This design comes from an exercise in tuning for small area, a short achievable clock period and few clock cycles per item on the open sky130 flow, not from production work. Only the layout flow was run in this run; the RTL was not checked for function there.

<file path="flow/flow/run.sh">
#!/bin/bash
# The standard layout, with resizing free to change a cell's footprint (so the
# port buffers and other cells can be swapped for faster ones) and port
# buffers that are plain buffers rather than delay cells.
set -euo pipefail
bash standard.sh MATCH_CELL_FOOTPRINT=0 BUFFER_PORTS_ARGS="-buffer_cell sky130_fd_sc_hd__buf_2" finish > standard.log 2>&1
</file>
<file path="flow/standard.sh">
#!/bin/bash
# synth_recipe.tcl (not shown) runs the flow's synth.tcl, then flattens the netlist and writes it again
# the make line also repeats each setting of config.mk as NAME=value (left out here)
make -C /OpenROAD-flow-scripts/flow DESIGN_CONFIG=/design/flow/config.mk WORK_HOME=/design/flow/orfs CLKGATE_MAP_FILE= SYNTH_SCRIPT=/design/flow/synth_recipe.tcl "${@:-finish}"
</file>
<file path="flow/config.mk">
export PLATFORM = sky130hd
export DESIGN_NAME = mul_op
export DESIGN_NICKNAME = mul_op
export VERILOG_FILES = /design/flow/design.v
export SDC_FILE = /design/flow/constraint.sdc
export NUM_CORES = 4
export LEC_CHECK = 0
export CAP_MARGIN = 20
export CORE_MARGIN = 2
export CORE_UTILIZATION = 40
export SETUP_SLACK_MARGIN = 4.5
export SLEW_MARGIN = 20
export SYNTH_HIERARCHICAL = 1
</file>
<file path="flow/constraint.sdc">
create_clock -name core_clock -period 8.0 [get_ports {clk}]
set_input_delay 1.6000 -clock core_clock [delete_from_list [all_inputs] [get_ports {clk}]]
set_output_delay 1.6000 -clock core_clock [all_outputs]
set_load 0.01 [all_outputs]
</file>
<file path="flow/design.v">
module mul_op #(parameter INPUTS = 2,
		parameter OUTPUTS = 1,
		parameter DATA_IN_SIZE = 32,
		parameter DATA_OUT_SIZE = 32)
		(
		input clk,
		input rst,
		input [INPUTS * (DATA_IN_SIZE)- 1 : 0]data_in_bus,
		input [INPUTS - 1 : 0]valid_in_bus,
		output [INPUTS - 1 : 0] ready_in_bus,
		output [OUTPUTS * (DATA_OUT_SIZE) - 1 : 0]data_out_bus,
		output [OUTPUTS - 1 : 0]valid_out_bus,
		input 	[OUTPUTS - 1 : 0] ready_out_bus
);
  reg [1:0] v;
  wire ce = ~v[1] | ready_out_bus[0];
  assign ready_in_bus[0] = valid_in_bus[1] & ce;
  assign ready_in_bus[1] = valid_in_bus[0] & ce;
  wire join_valid = valid_in_bus[0] & valid_in_bus[1];
  always @(posedge clk, posedge rst)
    if (rst) v <= 0;
    else if (ce) v <= {v[0:0], join_valid};
  assign valid_out_bus[0] = v[1];
  reg [31:0] p_reg;
  assign data_out_bus[31:0] = p_reg;
  wire [31:0] a_s = data_in_bus[31:0];
  wire [31:0] b_s = data_in_bus[63:32];
  wire [31:0] pp0;
  wire [2:0] sel0;
  wire [29:0] pp1;
  wire [2:0] sel1;
  wire [27:0] pp2;
  wire [2:0] sel2;
  wire [25:0] pp3;
  wire [2:0] sel3;
  wire [23:0] pp4;
  wire [2:0] sel4;
  wire [21:0] pp5;
  wire [2:0] sel5;
  wire [19:0] pp6;
  wire [2:0] sel6;
  wire [17:0] pp7;
  wire [2:0] sel7;
  wire [15:0] pp8;
  wire [2:0] sel8;
  wire [13:0] pp9;
  wire [2:0] sel9;
  wire [11:0] pp10;
  wire [2:0] sel10;
  wire [9:0] pp11;
  wire [2:0] sel11;
  wire [7:0] pp12;
  wire [2:0] sel12;
  wire [5:0] pp13;
  wire [2:0] sel13;
  wire [3:0] pp14;
  wire [2:0] sel14;
  wire [1:0] pp15;
  wire [2:0] sel15;
  wire n1;
  wire n2;
  wire n3;
  wire n4;
  wire n5;
  wire n6;
  wire n7;
  wire n8;
  wire n9;
  wire n10;
  wire n11;
  wire n12;
  wire n13;
  wire n14;
  wire n15;
  wire n16;
  wire n17;
  wire n18;
  wire n19;
  wire n20;
  wire n21;
  wire n22;
  wire n23;
  wire n24;
  wire n25;
  wire n26;
  wire n27;
  wire n28;
  wire n29;
  wire n30;
  wire n31;
  wire n32;
  wire n33;
  wire n34;
  wire n35;
  wire n36;
  wire n37;
  wire n38;
  wire n39;
  wire n40;
  wire n41;
  wire n42;
  wire n43;
  wire n44;
  wire n45;
  wire n46;
  wire n47;
  wire n48;
  wire n49;
  wire n50;
  wire n51;
  wire n52;
  wire n53;
  wire n54;
  wire n55;
  wire n56;
  wire n57;
  wire n58;
  wire n59;
  wire n60;
  wire n61;
  wire n62;
  wire n63;
  wire n64;
  wire n65;
  wire n66;
  wire n67;
  wire n68;
  wire n69;
  wire n70;
  wire n71;
  wire n72;
  wire n73;
  wire n74;
  wire n75;
  wire n76;
  wire n77;
  wire n78;
  wire n79;
  wire n80;
  wire n81;
  wire n82;
  wire n83;
  wire n84;
  wire n85;
  wire n86;
  wire n87;
  wire n88;
  wire n89;
  wire n90;
  wire n91;
  wire n92;
  wire n93;
  wire n94;
  wire n95;
  wire n96;
  wire n97;
  wire n98;
  wire n99;
  wire n100;
  wire n101;
  wire n102;
  wire n103;
  wire n104;
  wire n105;
  wire n106;
  wire n107;
  wire n108;
  wire n109;
  wire n110;
  wire n111;
  wire n112;
  wire n113;
  wire n114;
  wire n115;
  wire n116;
  wire n117;
  wire n118;
  wire n119;
  wire n120;
  wire n121;
  wire n122;
  wire n123;
  wire n124;
  wire n125;
  wire n126;
  wire n127;
  wire n128;
  wire n129;
  wire n130;
  wire n131;
  wire n132;
  wire n133;
  wire n134;
  wire n135;
  wire n136;
  wire n137;
  wire n138;
  wire n139;
  wire n140;
  wire n141;
  wire n142;
  wire n143;
  wire n144;
  wire n145;
  wire n146;
  wire n147;
  wire n148;
  wire n149;
  wire n150;
  wire n151;
  wire n152;
  wire n153;
  wire n154;
  wire n155;
  wire n156;
  wire n157;
  wire n158;
  wire n159;
  wire n160;
  wire n161;
  wire n162;
  wire n163;
  wire n164;
  wire n165;
  wire n166;
  wire n167;
  wire n168;
  wire n169;
  wire n170;
  wire n171;
  wire n172;
  wire n173;
  wire n174;
  wire n175;
  wire n176;
  wire n177;
  wire n178;
  wire n179;
  wire n180;
  wire n181;
  wire n182;
  wire n183;
  wire n184;
  wire n185;
  wire n186;
  wire n187;
  wire n188;
  wire n189;
  wire n190;
  wire n191;
  wire n192;
  wire n193;
  wire n194;
  wire n195;
  wire n196;
  wire n197;
  wire n198;
  wire n199;
  wire n200;
  wire n201;
  wire n202;
  wire n203;
  wire n204;
  wire n205;
  wire n206;
  wire n207;
  wire n208;
  wire n209;
  wire n210;
  wire n211;
  wire n212;
  wire n213;
  wire n214;
  wire n215;
  wire n216;
  wire n217;
  wire n218;
  wire n219;
  wire n220;
  wire n221;
  wire n222;
  wire n223;
  wire n224;
  wire n225;
  wire n226;
  wire n227;
  wire n228;
  wire n229;
  wire n230;
  wire n231;
  wire n232;
  wire n233;
  wire n234;
  wire n235;
  wire n236;
  wire n237;
  wire n238;
  wire n239;
  wire n240;
  wire n241;
  wire n242;
  wire n243;
  wire n244;
  wire n245;
  wire n246;
  wire n247;
  wire n248;
  wire n249;
  wire n250;
  wire n251;
  wire n252;
  wire n253;
  wire n254;
  wire n255;
  wire n256;
  wire n257;
  wire n258;
  wire n259;
  wire n260;
  wire n261;
  wire n262;
  wire n263;
  reg [166:0] rc3;
  wire n264;
  wire n265;
  wire n266;
  wire n267;
  wire n268;
  wire n269;
  wire n270;
  wire n271;
  wire n272;
  wire n273;
  wire n274;
  wire n275;
  wire n276;
  wire n277;
  wire n278;
  wire n279;
  wire n280;
  wire n281;
  wire n282;
  wire n283;
  wire n284;
  wire n285;
  wire n286;
  wire n287;
  wire n288;
  wire n289;
  wire n290;
  wire n291;
  wire n292;
  wire n293;
  wire n294;
  wire n295;
  wire n296;
  wire n297;
  wire n298;
  wire n299;
  wire n300;
  wire n301;
  wire n302;
  wire n303;
  wire n304;
  wire n305;
  wire n306;
  wire n307;
  wire n308;
  wire n309;
  wire n310;
  wire n311;
  wire n312;
  wire n313;
  wire n314;
  wire n315;
  wire n316;
  wire n317;
  wire n318;
  wire n319;
  wire n320;
  wire n321;
  wire n322;
  wire n323;
  wire n324;
  wire n325;
  wire n326;
  wire n327;
  wire n328;
  wire n329;
  wire n330;
  wire n331;
  wire n332;
  wire n333;
  wire n334;
  wire n335;
  wire n336;
  wire n337;
  wire n338;
  wire n339;
  wire n340;
  wire n341;
  wire n342;
  wire n343;
  wire n344;
  wire n345;
  wire n346;
  wire n347;
  wire n348;
  wire n349;
  wire n350;
  wire n351;
  wire n352;
  wire n353;
  wire n354;
  wire n355;
  wire n356;
  wire n357;
  wire n358;
  wire n359;
  wire n360;
  wire n361;
  wire n362;
  wire n363;
  wire n364;
  wire n365;
  wire n366;
  wire n367;
  wire n368;
  wire n369;
  wire n370;
  wire n371;
  wire n372;
  wire n373;
  wire n374;
  wire n375;
  wire n376;
  wire n377;
  wire n378;
  wire n379;
  wire n380;
  wire n381;
  wire n382;
  wire n383;
  wire n384;
  wire n385;
  wire n386;
  wire n387;
  wire n388;
  wire n389;
  wire n390;
  wire n391;
  wire n392;
  wire n393;
  wire n394;
  wire n395;
  wire n396;
  wire n397;
  wire n398;
  wire n399;
  wire n400;
  wire n401;
  wire n402;
  wire n403;
  wire n404;
  wire n405;
  wire n406;
  wire n407;
  wire n408;
  wire n409;
  wire n410;
  wire n411;
  wire n412;
  wire n413;
  wire n414;
  wire n415;
  wire n416;
  wire n417;
  wire n418;
  wire n419;
  wire n420;
  wire n421;
  wire n422;
  wire n423;
  wire n424;
  wire n425;
  wire n426;
  wire n427;
  wire n428;
  wire n429;
  wire n430;
  wire n431;
  wire n432;
  wire n433;
  wire n434;
  wire n435;
  wire n436;
  wire n437;
  wire n438;
  wire n439;
  wire n440;
  wire n441;
  wire n442;
  wire n443;
  wire n444;
  wire n445;
  wire n446;
  wire n447;
  wire n448;
  wire n449;
  wire n450;
  wire n451;
  wire n452;
  wire n453;
  wire n454;
  wire n455;
  wire n456;
  wire n457;
  wire n458;
  wire n459;
  wire n460;
  wire n461;
  wire n462;
  wire n463;
  wire n464;
  wire n465;
  wire n466;
  wire n467;
  wire n468;
  wire n469;
  wire n470;
  wire n471;
  wire n472;
  wire n473;
  wire n474;
  wire n475;
  wire n476;
  wire n477;
  wire n478;
  wire n479;
  mul_benc enc0 (.b({b_s[1], b_s[0], 1'b0}), .sel(sel0));
  mul_row #(.W(32)) row0 (.sel(sel0), .a(a_s[31:0]), .p(pp0));
  mul_benc enc1 (.b({b_s[3], b_s[2], b_s[1]}), .sel(sel1));
  mul_row #(.W(30)) row1 (.sel(sel1), .a(a_s[29:0]), .p(pp1));
  mul_benc enc2 (.b({b_s[5], b_s[4], b_s[3]}), .sel(sel2));
  mul_row #(.W(28)) row2 (.sel(sel2), .a(a_s[27:0]), .p(pp2));
  mul_benc enc3 (.b({b_s[7], b_s[6], b_s[5]}), .sel(sel3));
  mul_row #(.W(26)) row3 (.sel(sel3), .a(a_s[25:0]), .p(pp3));
  mul_benc enc4 (.b({b_s[9], b_s[8], b_s[7]}), .sel(sel4));
  mul_row #(.W(24)) row4 (.sel(sel4), .a(a_s[23:0]), .p(pp4));
  mul_benc enc5 (.b({b_s[11], b_s[10], b_s[9]}), .sel(sel5));
  mul_row #(.W(22)) row5 (.sel(sel5), .a(a_s[21:0]), .p(pp5));
  mul_benc enc6 (.b({b_s[13], b_s[12], b_s[11]}), .sel(sel6));
  mul_row #(.W(20)) row6 (.sel(sel6), .a(a_s[19:0]), .p(pp6));
  mul_benc enc7 (.b({b_s[15], b_s[14], b_s[13]}), .sel(sel7));
  mul_row #(.W(18)) row7 (.sel(sel7), .a(a_s[17:0]), .p(pp7));
  mul_benc enc8 (.b({b_s[17], b_s[16], b_s[15]}), .sel(sel8));
  mul_row #(.W(16)) row8 (.sel(sel8), .a(a_s[15:0]), .p(pp8));
  mul_benc enc9 (.b({b_s[19], b_s[18], b_s[17]}), .sel(sel9));
  mul_row #(.W(14)) row9 (.sel(sel9), .a(a_s[13:0]), .p(pp9));
  mul_benc enc10 (.b({b_s[21], b_s[20], b_s[19]}), .sel(sel10));
  mul_row #(.W(12)) row10 (.sel(sel10), .a(a_s[11:0]), .p(pp10));
  mul_benc enc11 (.b({b_s[23], b_s[22], b_s[21]}), .sel(sel11));
  mul_row #(.W(10)) row11 (.sel(sel11), .a(a_s[9:0]), .p(pp11));
  mul_benc enc12 (.b({b_s[25], b_s[24], b_s[23]}), .sel(sel12));
  mul_row #(.W(8)) row12 (.sel(sel12), .a(a_s[7:0]), .p(pp12));
  mul_benc enc13 (.b({b_s[27], b_s[26], b_s[25]}), .sel(sel13));
  mul_row #(.W(6)) row13 (.sel(sel13), .a(a_s[5:0]), .p(pp13));
  mul_benc enc14 (.b({b_s[29], b_s[28], b_s[27]}), .sel(sel14));
  mul_row #(.W(4)) row14 (.sel(sel14), .a(a_s[3:0]), .p(pp14));
  mul_benc enc15 (.b({b_s[31], b_s[30], b_s[29]}), .sel(sel15));
  mul_row #(.W(2)) row15 (.sel(sel15), .a(a_s[1:0]), .p(pp15));
  mul_ha ha1 (.a(b_s[25]), .b(pp0[24]), .s(n1), .co(n2));
  mul_ha ha2 (.a(pp0[25]), .b(pp10[5]), .s(n3), .co(n4));
  mul_fx fx1 (.a(b_s[27]), .b(pp0[26]), .c(pp10[6]), .s(n5), .co(n6));
  mul_ha ha3 (.a(pp11[4]), .b(pp12[2]), .s(n7), .co(n8));
  mul_fx fx2 (.a(pp0[27]), .b(pp10[7]), .c(pp11[5]), .s(n9), .co(n10));
  mul_ha ha4 (.a(pp12[3]), .b(pp13[1]), .s(n11), .co(n12));
  mul_fx fx3 (.a(b_s[29]), .b(pp0[28]), .c(pp10[8]), .s(n13), .co(n14));
  mul_fx fx4 (.a(pp11[6]), .b(pp12[4]), .c(pp13[2]), .s(n15), .co(n16));
  mul_ha ha5 (.a(pp14[0]), .b(pp1[26]), .s(n17), .co(n18));
  mul_fx fx5 (.a(pp0[29]), .b(pp10[9]), .c(pp11[7]), .s(n19), .co(n20));
  mul_fx fx6 (.a(pp12[5]), .b(pp13[3]), .c(pp14[1]), .s(n21), .co(n22));
  mul_ha ha6 (.a(pp1[27]), .b(pp2[25]), .s(n23), .co(n24));
  mul_fx fx7 (.a(b_s[31]), .b(pp0[30]), .c(pp10[10]), .s(n25), .co(n26));
  mul_fx fx8 (.a(pp11[8]), .b(pp12[6]), .c(pp13[4]), .s(n27), .co(n28));
  mul_fx fx9 (.a(pp14[2]), .b(pp15[0]), .c(pp1[28]), .s(n29), .co(n30));
  mul_ha ha7 (.a(pp2[26]), .b(pp3[24]), .s(n31), .co(n32));
  mul_xor xr1 (.a(pp0[31]), .b(pp10[11]), .y(n33));
  mul_xor xr2 (.a(pp11[9]), .b(pp12[7]), .y(n34));
  mul_xor xr3 (.a(pp13[5]), .b(pp14[3]), .y(n35));
  mul_xor xr4 (.a(pp15[1]), .b(pp1[29]), .y(n36));
  mul_xor xr5 (.a(pp2[27]), .b(pp3[25]), .y(n37));
  mul_xor xr6 (.a(pp4[23]), .b(pp5[21]), .y(n38));
  mul_xor xr7 (.a(pp6[19]), .b(pp7[17]), .y(n39));
  mul_ha ha8 (.a(b_s[17]), .b(pp0[16]), .s(n40), .co(n41));
  mul_ha ha9 (.a(pp0[17]), .b(pp1[15]), .s(n42), .co(n43));
  mul_fx fx10 (.a(b_s[19]), .b(pp0[18]), .c(pp1[16]), .s(n44), .co(n45));
  mul_ha ha10 (.a(pp2[14]), .b(pp3[12]), .s(n46), .co(n47));
  mul_fx fx11 (.a(pp0[19]), .b(pp1[17]), .c(pp2[15]), .s(n48), .co(n49));
  mul_ha ha11 (.a(pp3[13]), .b(pp4[11]), .s(n50), .co(n51));
  mul_fx fx12 (.a(b_s[21]), .b(pp0[20]), .c(pp10[0]), .s(n52), .co(n53));
  mul_fx fx13 (.a(pp1[18]), .b(pp2[16]), .c(pp3[14]), .s(n54), .co(n55));
  mul_ha ha12 (.a(pp4[12]), .b(pp5[10]), .s(n56), .co(n57));
  mul_fx fx14 (.a(pp0[21]), .b(pp10[1]), .c(pp1[19]), .s(n58), .co(n59));
  mul_fx fx15 (.a(pp2[17]), .b(pp3[15]), .c(pp4[13]), .s(n60), .co(n61));
  mul_ha ha13 (.a(pp5[11]), .b(pp6[9]), .s(n62), .co(n63));
  mul_fx fx16 (.a(b_s[23]), .b(pp0[22]), .c(pp10[2]), .s(n64), .co(n65));
  mul_fx fx17 (.a(pp11[0]), .b(pp1[20]), .c(pp2[18]), .s(n66), .co(n67));
  mul_fx fx18 (.a(pp3[16]), .b(pp4[14]), .c(pp5[12]), .s(n68), .co(n69));
  mul_ha ha14 (.a(pp6[10]), .b(pp7[8]), .s(n70), .co(n71));
  mul_fx fx19 (.a(pp0[23]), .b(pp10[3]), .c(pp11[1]), .s(n72), .co(n73));
  mul_fx fx20 (.a(pp1[21]), .b(pp2[19]), .c(pp3[17]), .s(n74), .co(n75));
  mul_fx fx21 (.a(pp4[15]), .b(pp5[13]), .c(pp6[11]), .s(n76), .co(n77));
  mul_ha ha15 (.a(pp7[9]), .b(pp8[7]), .s(n78), .co(n79));
  mul_fx fx22 (.a(pp10[4]), .b(pp11[2]), .c(pp12[0]), .s(n80), .co(n81));
  mul_fx fx23 (.a(pp1[22]), .b(pp2[20]), .c(pp3[18]), .s(n82), .co(n83));
  mul_fx fx24 (.a(pp4[16]), .b(pp5[14]), .c(pp6[12]), .s(n84), .co(n85));
  mul_fx fx25 (.a(pp7[10]), .b(pp8[8]), .c(pp9[6]), .s(n86), .co(n87));
  mul_fx fx26 (.a(pp11[3]), .b(pp12[1]), .c(pp1[23]), .s(n88), .co(n89));
  mul_fx fx27 (.a(pp2[21]), .b(pp3[19]), .c(pp4[17]), .s(n90), .co(n91));
  mul_fx fx28 (.a(pp5[15]), .b(pp6[13]), .c(pp7[11]), .s(n92), .co(n93));
  mul_fx fx29 (.a(pp8[9]), .b(pp9[7]), .c(n2), .s(n94), .co(n95));
  mul_fx fx30 (.a(pp13[0]), .b(pp1[24]), .c(pp2[22]), .s(n96), .co(n97));
  mul_fx fx31 (.a(pp3[20]), .b(pp4[18]), .c(pp5[16]), .s(n98), .co(n99));
  mul_fx fx32 (.a(pp6[14]), .b(pp7[12]), .c(pp8[10]), .s(n100), .co(n101));
  mul_fx fx33 (.a(pp9[8]), .b(n4), .c(n7), .s(n102), .co(n103));
  mul_fx fx34 (.a(pp1[25]), .b(pp2[23]), .c(pp3[21]), .s(n104), .co(n105));
  mul_fx fx35 (.a(pp4[19]), .b(pp5[17]), .c(pp6[15]), .s(n106), .co(n107));
  mul_fx fx36 (.a(pp7[13]), .b(pp8[11]), .c(pp9[9]), .s(n108), .co(n109));
  mul_fx fx37 (.a(n8), .b(n11), .c(n6), .s(n110), .co(n111));
  mul_fx fx38 (.a(pp2[24]), .b(pp3[22]), .c(pp4[20]), .s(n112), .co(n113));
  mul_fx fx39 (.a(pp5[18]), .b(pp6[16]), .c(pp7[14]), .s(n114), .co(n115));
  mul_fx fx40 (.a(pp8[12]), .b(pp9[10]), .c(n12), .s(n116), .co(n117));
  mul_fx fx41 (.a(n10), .b(n17), .c(n13), .s(n118), .co(n119));
  mul_fx fx42 (.a(pp3[23]), .b(pp4[21]), .c(pp5[19]), .s(n120), .co(n121));
  mul_fx fx43 (.a(pp6[17]), .b(pp7[15]), .c(pp8[13]), .s(n122), .co(n123));
  mul_fx fx44 (.a(pp9[11]), .b(n18), .c(n14), .s(n124), .co(n125));
  mul_fx fx45 (.a(n16), .b(n23), .c(n19), .s(n126), .co(n127));
  mul_fx fx46 (.a(pp4[22]), .b(pp5[20]), .c(pp6[18]), .s(n128), .co(n129));
  mul_fx fx47 (.a(pp7[16]), .b(pp8[14]), .c(pp9[12]), .s(n130), .co(n131));
  mul_fx fx48 (.a(n24), .b(n20), .c(n22), .s(n132), .co(n133));
  mul_fx fx49 (.a(n31), .b(n25), .c(n27), .s(n134), .co(n135));
  mul_xor xr8 (.a(pp8[15]), .b(pp9[13]), .y(n136));
  mul_xor xr9 (.a(n136), .b(n33), .y(n137));
  mul_xor xr10 (.a(n34), .b(n35), .y(n138));
  mul_xor xr11 (.a(n36), .b(n37), .y(n139));
  mul_xor xr12 (.a(n38), .b(n39), .y(n140));
  mul_xor xr13 (.a(n32), .b(n26), .y(n141));
  mul_xor xr14 (.a(n28), .b(n30), .y(n142));
  mul_xor xr15 (.a(n137), .b(n138), .y(n143));
  mul_ha ha16 (.a(b_s[11]), .b(pp0[10]), .s(n144), .co(n145));
  mul_ha ha17 (.a(pp0[11]), .b(pp1[9]), .s(n146), .co(n147));
  mul_fx fx50 (.a(b_s[13]), .b(pp0[12]), .c(pp1[10]), .s(n148), .co(n149));
  mul_ha ha18 (.a(pp2[8]), .b(pp3[6]), .s(n150), .co(n151));
  mul_fx fx51 (.a(pp0[13]), .b(pp1[11]), .c(pp2[9]), .s(n152), .co(n153));
  mul_ha ha19 (.a(pp3[7]), .b(pp4[5]), .s(n154), .co(n155));
  mul_fx fx52 (.a(b_s[15]), .b(pp0[14]), .c(pp1[12]), .s(n156), .co(n157));
  mul_fx fx53 (.a(pp2[10]), .b(pp3[8]), .c(pp4[6]), .s(n158), .co(n159));
  mul_ha ha20 (.a(pp5[4]), .b(pp6[2]), .s(n160), .co(n161));
  mul_fx fx54 (.a(pp0[15]), .b(pp1[13]), .c(pp2[11]), .s(n162), .co(n163));
  mul_fx fx55 (.a(pp3[9]), .b(pp4[7]), .c(pp5[5]), .s(n164), .co(n165));
  mul_ha ha21 (.a(pp6[3]), .b(pp7[1]), .s(n166), .co(n167));
  mul_fx fx56 (.a(pp1[14]), .b(pp2[12]), .c(pp3[10]), .s(n168), .co(n169));
  mul_fx fx57 (.a(pp4[8]), .b(pp5[6]), .c(pp6[4]), .s(n170), .co(n171));
  mul_fx fx58 (.a(pp7[2]), .b(pp8[0]), .c(n40), .s(n172), .co(n173));
  mul_fx fx59 (.a(pp2[13]), .b(pp3[11]), .c(pp4[9]), .s(n174), .co(n175));
  mul_fx fx60 (.a(pp5[7]), .b(pp6[5]), .c(pp7[3]), .s(n176), .co(n177));
  mul_fx fx61 (.a(pp8[1]), .b(n41), .c(n42), .s(n178), .co(n179));
  mul_fx fx62 (.a(pp4[10]), .b(pp5[8]), .c(pp6[6]), .s(n180), .co(n181));
  mul_fx fx63 (.a(pp7[4]), .b(pp8[2]), .c(pp9[0]), .s(n182), .co(n183));
  mul_fx fx64 (.a(n43), .b(n46), .c(n44), .s(n184), .co(n185));
  mul_fx fx65 (.a(pp5[9]), .b(pp6[7]), .c(pp7[5]), .s(n186), .co(n187));
  mul_fx fx66 (.a(pp8[3]), .b(pp9[1]), .c(n47), .s(n188), .co(n189));
  mul_fx fx67 (.a(n45), .b(n50), .c(n48), .s(n190), .co(n191));
  mul_fx fx68 (.a(pp6[8]), .b(pp7[6]), .c(pp8[4]), .s(n192), .co(n193));
  mul_fx fx69 (.a(pp9[2]), .b(n51), .c(n49), .s(n194), .co(n195));
  mul_fx fx70 (.a(n56), .b(n52), .c(n54), .s(n196), .co(n197));
  mul_fx fx71 (.a(pp7[7]), .b(pp8[5]), .c(pp9[3]), .s(n198), .co(n199));
  mul_fx fx72 (.a(n57), .b(n53), .c(n55), .s(n200), .co(n201));
  mul_fx fx73 (.a(n62), .b(n58), .c(n60), .s(n202), .co(n203));
  mul_fx fx74 (.a(pp8[6]), .b(pp9[4]), .c(n63), .s(n204), .co(n205));
  mul_fx fx75 (.a(n59), .b(n61), .c(n70), .s(n206), .co(n207));
  mul_fx fx76 (.a(n64), .b(n66), .c(n68), .s(n208), .co(n209));
  mul_fx fx77 (.a(pp9[5]), .b(n71), .c(n65), .s(n210), .co(n211));
  mul_fx fx78 (.a(n67), .b(n69), .c(n78), .s(n212), .co(n213));
  mul_fx fx79 (.a(n72), .b(n74), .c(n76), .s(n214), .co(n215));
  mul_fx fx80 (.a(n79), .b(n1), .c(n73), .s(n216), .co(n217));
  mul_fx fx81 (.a(n75), .b(n77), .c(n80), .s(n218), .co(n219));
  mul_fx fx82 (.a(n82), .b(n84), .c(n86), .s(n220), .co(n221));
  mul_fx fx83 (.a(n3), .b(n81), .c(n83), .s(n222), .co(n223));
  mul_fx fx84 (.a(n85), .b(n87), .c(n88), .s(n224), .co(n225));
  mul_fx fx85 (.a(n90), .b(n92), .c(n94), .s(n226), .co(n227));
  mul_fx fx86 (.a(n89), .b(n91), .c(n93), .s(n228), .co(n229));
  mul_fx fx87 (.a(n100), .b(n5), .c(n96), .s(n230), .co(n231));
  mul_fx fx88 (.a(n98), .b(n95), .c(n102), .s(n232), .co(n233));
  mul_fx fx89 (.a(n101), .b(n97), .c(n99), .s(n234), .co(n235));
  mul_fx fx90 (.a(n104), .b(n106), .c(n108), .s(n236), .co(n237));
  mul_fx fx91 (.a(n9), .b(n103), .c(n110), .s(n238), .co(n239));
  mul_fx fx92 (.a(n105), .b(n107), .c(n109), .s(n240), .co(n241));
  mul_fx fx93 (.a(n112), .b(n114), .c(n15), .s(n242), .co(n243));
  mul_fx fx94 (.a(n116), .b(n111), .c(n118), .s(n244), .co(n245));
  mul_fx fx95 (.a(n113), .b(n115), .c(n120), .s(n246), .co(n247));
  mul_fx fx96 (.a(n122), .b(n21), .c(n117), .s(n248), .co(n249));
  mul_fx fx97 (.a(n124), .b(n119), .c(n126), .s(n250), .co(n251));
  mul_fx fx98 (.a(n121), .b(n123), .c(n128), .s(n252), .co(n253));
  mul_fx fx99 (.a(n130), .b(n29), .c(n125), .s(n254), .co(n255));
  mul_fx fx100 (.a(n127), .b(n132), .c(n134), .s(n256), .co(n257));
  mul_xor xr16 (.a(n129), .b(n131), .y(n258));
  mul_xor xr17 (.a(n139), .b(n140), .y(n259));
  mul_xor xr18 (.a(n141), .b(n142), .y(n260));
  mul_xor xr19 (.a(n258), .b(n143), .y(n261));
  mul_xor xr20 (.a(n259), .b(n133), .y(n262));
  mul_xor xr21 (.a(n260), .b(n135), .y(n263));
  mul_ha ha22 (.a(rc3[15]), .b(rc3[16]), .s(n264), .co(n265));
  mul_ha ha23 (.a(rc3[20]), .b(rc3[21]), .s(n266), .co(n267));
  mul_fx fx101 (.a(rc3[24]), .b(rc3[25]), .c(rc3[26]), .s(n268), .co(n269));
  mul_ha ha24 (.a(rc3[27]), .b(rc3[28]), .s(n270), .co(n271));
  mul_fx fx102 (.a(rc3[30]), .b(rc3[31]), .c(rc3[32]), .s(n272), .co(n273));
  mul_ha ha25 (.a(rc3[33]), .b(rc3[34]), .s(n274), .co(n275));
  mul_fx fx103 (.a(rc3[35]), .b(rc3[36]), .c(rc3[37]), .s(n276), .co(n277));
  mul_fx fx104 (.a(rc3[38]), .b(rc3[39]), .c(rc3[40]), .s(n278), .co(n279));
  mul_fx fx105 (.a(rc3[41]), .b(rc3[42]), .c(rc3[43]), .s(n280), .co(n281));
  mul_fx fx106 (.a(rc3[44]), .b(rc3[45]), .c(rc3[46]), .s(n282), .co(n283));
  mul_fx fx107 (.a(rc3[47]), .b(rc3[48]), .c(rc3[49]), .s(n284), .co(n285));
  mul_fx fx108 (.a(rc3[50]), .b(rc3[51]), .c(rc3[52]), .s(n286), .co(n287));
  mul_fx fx109 (.a(rc3[53]), .b(rc3[54]), .c(rc3[55]), .s(n288), .co(n289));
  mul_fx fx110 (.a(rc3[56]), .b(rc3[57]), .c(rc3[58]), .s(n290), .co(n291));
  mul_fx fx111 (.a(rc3[59]), .b(rc3[60]), .c(rc3[61]), .s(n292), .co(n293));
  mul_fx fx112 (.a(rc3[62]), .b(rc3[63]), .c(rc3[64]), .s(n294), .co(n295));
  mul_fx fx113 (.a(rc3[65]), .b(rc3[66]), .c(rc3[67]), .s(n296), .co(n297));
  mul_fx fx114 (.a(rc3[68]), .b(rc3[69]), .c(rc3[70]), .s(n298), .co(n299));
  mul_fx fx115 (.a(rc3[71]), .b(rc3[72]), .c(rc3[73]), .s(n300), .co(n301));
  mul_fx fx116 (.a(rc3[74]), .b(rc3[75]), .c(rc3[76]), .s(n302), .co(n303));
  mul_fx fx117 (.a(rc3[77]), .b(rc3[78]), .c(rc3[79]), .s(n304), .co(n305));
  mul_fx fx118 (.a(rc3[80]), .b(rc3[81]), .c(rc3[82]), .s(n306), .co(n307));
  mul_fx fx119 (.a(rc3[83]), .b(rc3[84]), .c(rc3[85]), .s(n308), .co(n309));
  mul_fx fx120 (.a(rc3[86]), .b(rc3[87]), .c(rc3[88]), .s(n310), .co(n311));
  mul_fx fx121 (.a(rc3[89]), .b(rc3[90]), .c(rc3[91]), .s(n312), .co(n313));
  mul_fx fx122 (.a(rc3[92]), .b(rc3[93]), .c(rc3[94]), .s(n314), .co(n315));
  mul_fx fx123 (.a(rc3[100]), .b(rc3[95]), .c(rc3[96]), .s(n316), .co(n317));
  mul_fx fx124 (.a(rc3[97]), .b(rc3[98]), .c(rc3[99]), .s(n318), .co(n319));
  mul_fx fx125 (.a(rc3[101]), .b(rc3[102]), .c(rc3[103]), .s(n320), .co(n321));
  mul_fx fx126 (.a(rc3[104]), .b(rc3[105]), .c(rc3[106]), .s(n322), .co(n323));
  mul_fx fx127 (.a(rc3[107]), .b(rc3[108]), .c(rc3[109]), .s(n324), .co(n325));
  mul_fx fx128 (.a(rc3[110]), .b(rc3[111]), .c(rc3[112]), .s(n326), .co(n327));
  mul_fx fx129 (.a(rc3[113]), .b(rc3[114]), .c(rc3[115]), .s(n328), .co(n329));
  mul_fx fx130 (.a(rc3[116]), .b(rc3[117]), .c(rc3[118]), .s(n330), .co(n331));
  mul_fx fx131 (.a(rc3[119]), .b(rc3[120]), .c(rc3[121]), .s(n332), .co(n333));
  mul_fx fx132 (.a(rc3[122]), .b(rc3[123]), .c(rc3[124]), .s(n334), .co(n335));
  mul_fx fx133 (.a(rc3[125]), .b(rc3[126]), .c(rc3[127]), .s(n336), .co(n337));
  mul_fx fx134 (.a(rc3[128]), .b(rc3[129]), .c(rc3[130]), .s(n338), .co(n339));
  mul_fx fx135 (.a(rc3[131]), .b(rc3[132]), .c(rc3[133]), .s(n340), .co(n341));
  mul_fx fx136 (.a(rc3[134]), .b(rc3[135]), .c(rc3[136]), .s(n342), .co(n343));
  mul_fx fx137 (.a(rc3[137]), .b(rc3[138]), .c(rc3[139]), .s(n344), .co(n345));
  mul_fx fx138 (.a(rc3[140]), .b(rc3[141]), .c(rc3[142]), .s(n346), .co(n347));
  mul_fx fx139 (.a(rc3[143]), .b(rc3[144]), .c(rc3[145]), .s(n348), .co(n349));
  mul_fx fx140 (.a(rc3[146]), .b(rc3[147]), .c(rc3[148]), .s(n350), .co(n351));
  mul_fx fx141 (.a(rc3[149]), .b(rc3[150]), .c(rc3[151]), .s(n352), .co(n353));
  mul_fx fx142 (.a(rc3[152]), .b(rc3[153]), .c(rc3[154]), .s(n354), .co(n355));
  mul_fx fx143 (.a(rc3[155]), .b(rc3[156]), .c(rc3[157]), .s(n356), .co(n357));
  mul_fx fx144 (.a(rc3[158]), .b(rc3[159]), .c(rc3[160]), .s(n358), .co(n359));
  mul_xor xr22 (.a(rc3[161]), .b(rc3[162]), .y(n360));
  mul_xor xr23 (.a(rc3[163]), .b(rc3[164]), .y(n361));
  mul_xor xr24 (.a(rc3[165]), .b(rc3[166]), .y(n362));
  mul_xor xr25 (.a(n360), .b(n361), .y(n363));
  mul_ha ha26 (.a(rc3[10]), .b(rc3[11]), .s(n364), .co(n365));
  mul_ha ha27 (.a(rc3[12]), .b(rc3[13]), .s(n366), .co(n367));
  mul_fx fx145 (.a(rc3[17]), .b(rc3[18]), .c(rc3[19]), .s(n368), .co(n369));
  mul_fx fx146 (.a(rc3[22]), .b(rc3[23]), .c(n265), .s(n370), .co(n371));
  mul_fx fx147 (.a(rc3[29]), .b(n267), .c(n270), .s(n372), .co(n373));
  mul_fx fx148 (.a(n271), .b(n269), .c(n274), .s(n374), .co(n375));
  mul_fx fx149 (.a(n275), .b(n273), .c(n276), .s(n376), .co(n377));
  mul_fx fx150 (.a(n277), .b(n279), .c(n280), .s(n378), .co(n379));
  mul_fx fx151 (.a(n281), .b(n283), .c(n284), .s(n380), .co(n381));
  mul_fx fx152 (.a(n285), .b(n287), .c(n288), .s(n382), .co(n383));
  mul_fx fx153 (.a(n289), .b(n291), .c(n292), .s(n384), .co(n385));
  mul_fx fx154 (.a(n293), .b(n295), .c(n296), .s(n386), .co(n387));
  mul_fx fx155 (.a(n297), .b(n299), .c(n300), .s(n388), .co(n389));
  mul_fx fx156 (.a(n301), .b(n303), .c(n304), .s(n390), .co(n391));
  mul_fx fx157 (.a(n305), .b(n307), .c(n308), .s(n392), .co(n393));
  mul_fx fx158 (.a(n309), .b(n311), .c(n312), .s(n394), .co(n395));
  mul_fx fx159 (.a(n313), .b(n315), .c(n316), .s(n396), .co(n397));
  mul_fx fx160 (.a(n317), .b(n319), .c(n320), .s(n398), .co(n399));
  mul_fx fx161 (.a(n321), .b(n323), .c(n324), .s(n400), .co(n401));
  mul_fx fx162 (.a(n325), .b(n327), .c(n328), .s(n402), .co(n403));
  mul_fx fx163 (.a(n329), .b(n331), .c(n332), .s(n404), .co(n405));
  mul_fx fx164 (.a(n333), .b(n335), .c(n336), .s(n406), .co(n407));
  mul_fx fx165 (.a(n337), .b(n339), .c(n340), .s(n408), .co(n409));
  mul_fx fx166 (.a(n341), .b(n343), .c(n344), .s(n410), .co(n411));
  mul_fx fx167 (.a(n345), .b(n347), .c(n348), .s(n412), .co(n413));
  mul_fx fx168 (.a(n349), .b(n351), .c(n352), .s(n414), .co(n415));
  mul_fx fx169 (.a(n353), .b(n355), .c(n356), .s(n416), .co(n417));
  mul_xor xr26 (.a(n362), .b(n357), .y(n418));
  mul_xor xr27 (.a(n359), .b(n363), .y(n419));
  mul_ha ha28 (.a(rc3[3]), .b(rc3[4]), .s(n420), .co(n421));
  mul_ha ha29 (.a(rc3[6]), .b(rc3[7]), .s(n422), .co(n423));
  mul_fx fx170 (.a(rc3[8]), .b(rc3[9]), .c(n364), .s(n424), .co(n425));
  mul_fx fx171 (.a(rc3[14]), .b(n365), .c(n366), .s(n426), .co(n427));
  mul_fx fx172 (.a(n367), .b(n264), .c(n368), .s(n428), .co(n429));
  mul_fx fx173 (.a(n266), .b(n369), .c(n370), .s(n430), .co(n431));
  mul_fx fx174 (.a(n268), .b(n371), .c(n372), .s(n432), .co(n433));
  mul_fx fx175 (.a(n272), .b(n373), .c(n374), .s(n434), .co(n435));
  mul_fx fx176 (.a(n278), .b(n375), .c(n376), .s(n436), .co(n437));
  mul_fx fx177 (.a(n282), .b(n377), .c(n378), .s(n438), .co(n439));
  mul_fx fx178 (.a(n286), .b(n379), .c(n380), .s(n440), .co(n441));
  mul_fx fx179 (.a(n290), .b(n381), .c(n382), .s(n442), .co(n443));
  mul_fx fx180 (.a(n294), .b(n383), .c(n384), .s(n444), .co(n445));
  mul_fx fx181 (.a(n298), .b(n385), .c(n386), .s(n446), .co(n447));
  mul_fx fx182 (.a(n302), .b(n387), .c(n388), .s(n448), .co(n449));
  mul_fx fx183 (.a(n306), .b(n389), .c(n390), .s(n450), .co(n451));
  mul_fx fx184 (.a(n310), .b(n391), .c(n392), .s(n452), .co(n453));
  mul_fx fx185 (.a(n314), .b(n393), .c(n394), .s(n454), .co(n455));
  mul_fx fx186 (.a(n318), .b(n395), .c(n396), .s(n456), .co(n457));
  mul_fx fx187 (.a(n322), .b(n397), .c(n398), .s(n458), .co(n459));
  mul_fx fx188 (.a(n326), .b(n399), .c(n400), .s(n460), .co(n461));
  mul_fx fx189 (.a(n330), .b(n401), .c(n402), .s(n462), .co(n463));
  mul_fx fx190 (.a(n334), .b(n403), .c(n404), .s(n464), .co(n465));
  mul_fx fx191 (.a(n338), .b(n405), .c(n406), .s(n466), .co(n467));
  mul_fx fx192 (.a(n342), .b(n407), .c(n408), .s(n468), .co(n469));
  mul_fx fx193 (.a(n346), .b(n409), .c(n410), .s(n470), .co(n471));
  mul_fx fx194 (.a(n350), .b(n411), .c(n412), .s(n472), .co(n473));
  mul_fx fx195 (.a(n354), .b(n413), .c(n414), .s(n474), .co(n475));
  mul_fx fx196 (.a(n358), .b(n415), .c(n416), .s(n476), .co(n477));
  mul_xor xr28 (.a(n418), .b(n419), .y(n478));
  mul_xor xr29 (.a(n417), .b(n478), .y(n479));
  wire [31:0] x0 = {n479, n476, n474, n472, n470, n468, n466, n464, n462, n460, n458, n456, n454, n452, n450, n448, n446, n444, n442, n440, n438, n436, n434, n432, n430, n428, n426, n424, n422, rc3[5], rc3[2], rc3[0]};
  wire [31:0] x1 = {n477, n475, n473, n471, n469, n467, n465, n463, n461, n459, n457, n455, n453, n451, n449, n447, n445, n443, n441, n439, n437, n435, n433, n431, n429, n427, n425, n423, n421, n420, 1'b0, rc3[1]};
  wire [31:0] prod = x0 + x1;
  always @(posedge clk) if (ce) begin
    rc3[0] <= b_s[1];
    rc3[1] <= pp0[0];
    rc3[2] <= pp0[1];
    rc3[3] <= b_s[3];
    rc3[4] <= pp0[2];
    rc3[5] <= pp1[0];
    rc3[6] <= pp0[3];
    rc3[7] <= pp1[1];
    rc3[8] <= b_s[5];
    rc3[9] <= pp0[4];
    rc3[10] <= pp1[2];
    rc3[11] <= pp2[0];
    rc3[12] <= pp0[5];
    rc3[13] <= pp1[3];
    rc3[14] <= pp2[1];
    rc3[15] <= b_s[7];
    rc3[16] <= pp0[6];
    rc3[17] <= pp1[4];
    rc3[18] <= pp2[2];
    rc3[19] <= pp3[0];
    rc3[20] <= pp0[7];
    rc3[21] <= pp1[5];
    rc3[22] <= pp2[3];
    rc3[23] <= pp3[1];
    rc3[24] <= b_s[9];
    rc3[25] <= pp0[8];
    rc3[26] <= pp1[6];
    rc3[27] <= pp2[4];
    rc3[28] <= pp3[2];
    rc3[29] <= pp4[0];
    rc3[30] <= pp0[9];
    rc3[31] <= pp1[7];
    rc3[32] <= pp2[5];
    rc3[33] <= pp3[3];
    rc3[34] <= pp4[1];
    rc3[35] <= pp1[8];
    rc3[36] <= pp2[6];
    rc3[37] <= pp3[4];
    rc3[38] <= pp4[2];
    rc3[39] <= pp5[0];
    rc3[40] <= n144;
    rc3[41] <= pp2[7];
    rc3[42] <= pp3[5];
    rc3[43] <= pp4[3];
    rc3[44] <= pp5[1];
    rc3[45] <= n146;
    rc3[46] <= n145;
    rc3[47] <= pp4[4];
    rc3[48] <= pp5[2];
    rc3[49] <= pp6[0];
    rc3[50] <= n148;
    rc3[51] <= n150;
    rc3[52] <= n147;
    rc3[53] <= pp5[3];
    rc3[54] <= pp6[1];
    rc3[55] <= n152;
    rc3[56] <= n154;
    rc3[57] <= n149;
    rc3[58] <= n151;
    rc3[59] <= pp7[0];
    rc3[60] <= n156;
    rc3[61] <= n158;
    rc3[62] <= n160;
    rc3[63] <= n153;
    rc3[64] <= n155;
    rc3[65] <= n162;
    rc3[66] <= n164;
    rc3[67] <= n166;
    rc3[68] <= n157;
    rc3[69] <= n159;
    rc3[70] <= n161;
    rc3[71] <= n168;
    rc3[72] <= n170;
    rc3[73] <= n172;
    rc3[74] <= n163;
    rc3[75] <= n165;
    rc3[76] <= n167;
    rc3[77] <= n174;
    rc3[78] <= n176;
    rc3[79] <= n178;
    rc3[80] <= n169;
    rc3[81] <= n171;
    rc3[82] <= n173;
    rc3[83] <= n180;
    rc3[84] <= n182;
    rc3[85] <= n184;
    rc3[86] <= n175;
    rc3[87] <= n177;
    rc3[88] <= n179;
    rc3[89] <= n186;
    rc3[90] <= n188;
    rc3[91] <= n190;
    rc3[92] <= n181;
    rc3[93] <= n183;
    rc3[94] <= n185;
    rc3[95] <= n192;
    rc3[96] <= n194;
    rc3[97] <= n196;
    rc3[98] <= n187;
    rc3[99] <= n189;
    rc3[100] <= n191;
    rc3[101] <= n198;
    rc3[102] <= n200;
    rc3[103] <= n202;
    rc3[104] <= n193;
    rc3[105] <= n195;
    rc3[106] <= n197;
    rc3[107] <= n204;
    rc3[108] <= n206;
    rc3[109] <= n208;
    rc3[110] <= n199;
    rc3[111] <= n201;
    rc3[112] <= n203;
    rc3[113] <= n210;
    rc3[114] <= n212;
    rc3[115] <= n214;
    rc3[116] <= n205;
    rc3[117] <= n207;
    rc3[118] <= n209;
    rc3[119] <= n216;
    rc3[120] <= n218;
    rc3[121] <= n220;
    rc3[122] <= n211;
    rc3[123] <= n213;
    rc3[124] <= n215;
    rc3[125] <= n222;
    rc3[126] <= n224;
    rc3[127] <= n226;
    rc3[128] <= n217;
    rc3[129] <= n219;
    rc3[130] <= n221;
    rc3[131] <= n228;
    rc3[132] <= n230;
    rc3[133] <= n232;
    rc3[134] <= n223;
    rc3[135] <= n225;
    rc3[136] <= n227;
    rc3[137] <= n234;
    rc3[138] <= n236;
    rc3[139] <= n238;
    rc3[140] <= n229;
    rc3[141] <= n231;
    rc3[142] <= n233;
    rc3[143] <= n240;
    rc3[144] <= n242;
    rc3[145] <= n244;
    rc3[146] <= n235;
    rc3[147] <= n237;
    rc3[148] <= n239;
    rc3[149] <= n246;
    rc3[150] <= n248;
    rc3[151] <= n250;
    rc3[152] <= n241;
    rc3[153] <= n243;
    rc3[154] <= n245;
    rc3[155] <= n252;
    rc3[156] <= n254;
    rc3[157] <= n256;
    rc3[158] <= n247;
    rc3[159] <= n249;
    rc3[160] <= n251;
    rc3[161] <= n261;
    rc3[162] <= n262;
    rc3[163] <= n263;
    rc3[164] <= n253;
    rc3[165] <= n255;
    rc3[166] <= n257;
  end
  always @(posedge clk) if (ce) p_reg <= prod;
endmodule
module mul_benc (input [2:0] b, output [2:0] sel);
  assign sel[0] = b[1] ^ b[0];
  assign sel[1] = (b[2] & ~b[1] & ~b[0]) | (~b[2] & b[1] & b[0]);
  assign sel[2] = b[2];
endmodule
module mul_row #(parameter W = 32) (input [2:0] sel, input [W-1:0] a, output [W-1:0] p);
  wire one = sel[0];
  wire two = sel[1];
  wire neg = sel[2];
  wire [W-1:0] a1 = {a[W-2:0], 1'b0};
  assign p = (({W{one}} & a) | ({W{two}} & a1)) ^ {W{neg}};
endmodule
module mul_fa (input a, input b, input c, output s, output co);
  assign s = a ^ b ^ c;
  assign co = (a & b) | (a & c) | (b & c);
endmodule
module mul_fx (input a, input b, input c, output s, output co);
  wire ab;
  mul_xor x0 (.a(a), .b(b), .y(ab));
  mul_xor x1 (.a(ab), .b(c), .y(s));
  assign co = (a & b) | (a & c) | (b & c);
endmodule
module mul_ha (input a, input b, output s, output co);
  assign s = a ^ b;
  assign co = a & b;
endmodule
module mul_xor (input a, input b, output y);
  assign y = a ^ b;
endmodule
</file>
==> results.sh <==
export IMPL_status="finished clean"
export IMPL_period_share_pct=46.27
export IMPL_io_buffers=103
export IMPL_maxCapViolCount=0
export IMPL_criticalPathCategory="primary input to output pin"
export IMPL_initial_core_util_pct=40.68
export IMPL_grt_pass1_wl_mm=86.82
export IMPL_hold_class="register to register"
export IMPL_drtAntennaViolNets=0
export IMPL_final_setup_viol_count=0
export IMPL_synthFlopType="edfxtp_1"
export IMPL_dpl_cell_area_mm2=0.02124
export IMPL_cts_sinks=201
export IMPL_antenna_found_initial=4
export IMPL_area_growth_syn_to_layout_pct=17.16
export IMPL_worst_path_max_fanout=3
export IMPL_final_core_util_pct=47.66
export IMPL_gp_congestion=0.8646
export IMPL_vias=14700
export IMPL_synth_enable_flop_cells=199
export IMPL_final_area_mm2=0.02396
export IMPL_synthesis_area_mm2=0.02045
export IMPL_tns_ns=0
export IMPL_start_kind="primary input"
export IMPL_ios=104
export IMPL_grt_pass1_vias=14620
export IMPL_max_slew_worst_pin_slew_ns=1.003
export IMPL_synth_seq_cells=201
export IMPL_largest_reg_flops=167
export IMPL_drt_met1_wl_mm=25.56
export IMPL_post_route_min_period_ns=3.701
export IMPL_cts_buffer_depth=3
export IMPL_via_per_inst=5.535
export IMPL_ys_async_sr_fraction_pct=0.9950
export IMPL_insertion_delay_ns=0.56
export IMPL_wirelength_mm=57.94
export IMPL_num_nets_final=2095
export IMPL_ys_top_cells_by_area="edfxtp_1 29%, xor2_1 19%, xnor2_1 12%"
export IMPL_ys_warn_count=7
export IMPL_crit_required_ns=6.40
export IMPL_maxSlewViolCount=0
export IMPL_fmax_mhz=270.2
export IMPL_die_height_um=230.1
export IMPL_layout_cells_non_filler=2656
export IMPL_num_rows=82
export IMPL_drive_above_1_share_pct=35.07
export IMPL_cts_buffers=24
export IMPL_clk_pin_slew_ns=0.05
export IMPL_placedCellCount=2508
export IMPL_wl_per_cell_um=21.81
export IMPL_grt_util_all_layers_pct=21.16
export IMPL_core_region_area_mm2=0.05027
export IMPL_synth_top_cell_area_share_pct=29.22
export IMPL_cts_tree="yes"
export IMPL_drcViolationCount=0
export IMPL_grt_max_degree=78
export IMPL_firstDrtPassIters=5
export IMPL_hpwl_mm=38.60
export IMPL_rsz0062_at_grt="yes"
export IMPL_wl_met3_mm=2.619
export IMPL_die_area_mm2=0.05296
export IMPL_synth_distinct_cells=60
export IMPL_die_x_um=230.1
export IMPL_wl_met2_mm=27.93
export IMPL_syn_area_per_cell_um2=11.32
export IMPL_slew_headroom_pct=33.16
export IMPL_crit_arrival_ns=2.10
export IMPL_yosysTopAreaCell="edfxtp_1"
export IMPL_overflow=0
export IMPL_clock_root_buffer="clkbuf_16"
export IMPL_cp_end_kind="output pin"
export IMPL_finClkSkew_ns=0.01872
export IMPL_synthCells=1806
export IMPL_hold_viol=0
export IMPL_htreeDepth=1
export IMPL_drtIter0Drc=1080
export IMPL_synth_yosys_seq_area_share_pct=29.46
export IMPL_dr_max_layer_used="met5"
## per-layer routing
metal	global-route usage, %	up-vias
li1	-	6892
met1	28.21	7315
met2	35.71	394
met3	2.158	95
met4	7.177	4
met5	0	-
## per-module statistics from Yosys, one instance, submodules excluded, excerpt
| module | copies in the design | area, um^2 |
|---|---|---|
| mul_benc | 16 | 38.79 |
| mul_fx | 196 | 11.26 |
| mul_ha | 29 | 12.51 |
| mul_op | 1 | 7761 |
| mul_xor | 421 | 8.758 |
## placed cells by master (no fill, tap or decap), types with 13 or more instances in the layout
cell,n
xor2_1,430
xnor2_1,272
edfxtp_1,199
maj3_2,196
a22oi_2,133
a22oi_1,121
buf_4,90
buf_2,86
ha_1,53
nand2_1,49
clkbuf_16,34
buf_12,24
a21oi_1,22
nor2_1,16
nand2b_1,16
buf_6,15
o21ai_0,14
xor2_2,14
a21o_1,13
xnor2_2,13
## cell families after synthesis
logic type                 count (synthesis)  synth area share, %
AOI/OAI and AO/OA                        371                16.97
adders and majority gates                256                14.46
and+or+nand+nor                          128                3.016
other                                      1              0.01834
muxes                                      1              0.04894
DFF                                      201                29.46
buffers and inverters                    115                4.631
xor gates and xnor gates                 733                31.39
## cell usage after synthesis (2+ instances only)
cell / n
a31oi_1: 4
nand2_1: 52
o311ai_0: 3
inv_1: 8
buf_12: 5
o311a_1: 2
clkbuf_1: 6
maj3_2: 196
nand2b_1: 19
a22oi_2: 131
a22oi_4: 2
a211oi_1: 5
xnor2_1: 285
o22ai_2: 16
a21o_1: 13
ha_1: 60
xor2_1: 448
buf_2: 21
edfxtp_1: 199
nor2_1: 17
or3_1: 2
buf_6: 30
and3_1: 2
clkbuf_2: 2
nor2b_1: 3
a21oi_1: 28
o21a_1: 4
a22oi_1: 123
and2_1: 5
or4_1: 2
o21bai_1: 7
clkbuf_4: 4
buf_8: 3
dfrtp_1: 2
nand3_1: 12
a31o_2: 2
o21ai_0: 18
o31ai_1: 2
buf_4: 35
nor3_1: 6
nand4_1: 3
## repair_timing
item,4_1_cts,5_1_grt
endpoints found under the setup margin,134,44
pin swaps,33,41
hold buffers,0,0
setup buffers,50,38
gates cloned,9,7
resized for setup,118,66
## path summary, 6_finish.rpt
| kind | from | to | slack (ns) | cells past startpoint |
|---|---|---|---|---|
| worst max-delay path | ready_out_bus[0] | ready_in_bus[0] | 4.30 | 4 |
| worst min-delay path | v[0]$_DFFE_PP0N_ | v[1]$_DFFE_PP0N_ | 0.45 | 2 |
| worst max register to register | rc3[24]$_DFFE_PN_ | p_reg[25]$_DFFE_PN_ | 4.34 | 12 |
| worst min register to register | v[0]$_DFFE_PP0N_ | v[1]$_DFFE_PP0N_ | 0.45 | 2 |
| max in group asynchronous | rst | v[1]$_DFFE_PP0N_ | 7.01 | 2 |
| min in group asynchronous | rst | v[0]$_DFFE_PP0N_ | 0.89 | 2 |
## per-stage QoR
step	hold WS [ns]	setup slack (ns)
after global placement	0.4202	3.230
final	0.4545	4.299
after global routing	0.4861	4.256
after CTS	0.4586	4.294
after floorplan	0.4114	3.034
after detailed placement	0.4450	3.151
## final cells by class
class / count / area (um^2)
diodes: 2 / 5.005
clock buffers: 29 / 619.3
clock inverters: 13 / 126.4
fillers: 4658 / 26310
inverters: 8 / 30.03
multi-input cells: 1498 / 14230
flip-flops and latches: 201 / 6026
well taps: 672 / 840.8
repair buffers: 233 / 2088
## worst max-delay path: stages
cell      delay [ns]
buf_8           0.09
nand2b_4        0.13
and2_4          0.16
buf_6           0.11

what the ideal ports hide:
In the flow no input, the clock included, has a driving cell. The finished layout below was timed again as built, in two steps.
Step 1 sets driving cells, clkbuf_16 on the clock port and buf_2 on the other inputs (assumed; they add their load-dependent delay and slew).
Step 2 adds t to the input delays and takes it off the output delays; t is the mean of the earliest and latest rising clock arrival at the registers after step 1. Input paths then give back, and output paths get back, about the clock's delay inside the block.
Three values: ideal, step 1, step 2; two values: the first two.
t, ns: 0.603
setup slack, ns: 4.299 / 4.259 / 3.933
hold WS [ns]: 0.454 / 0.454 / 0.454
After both steps this run still meets setup and hold. For this run, drivers alone change the setup slack by -0.040 ns; drivers and shift together by -0.366 ns.
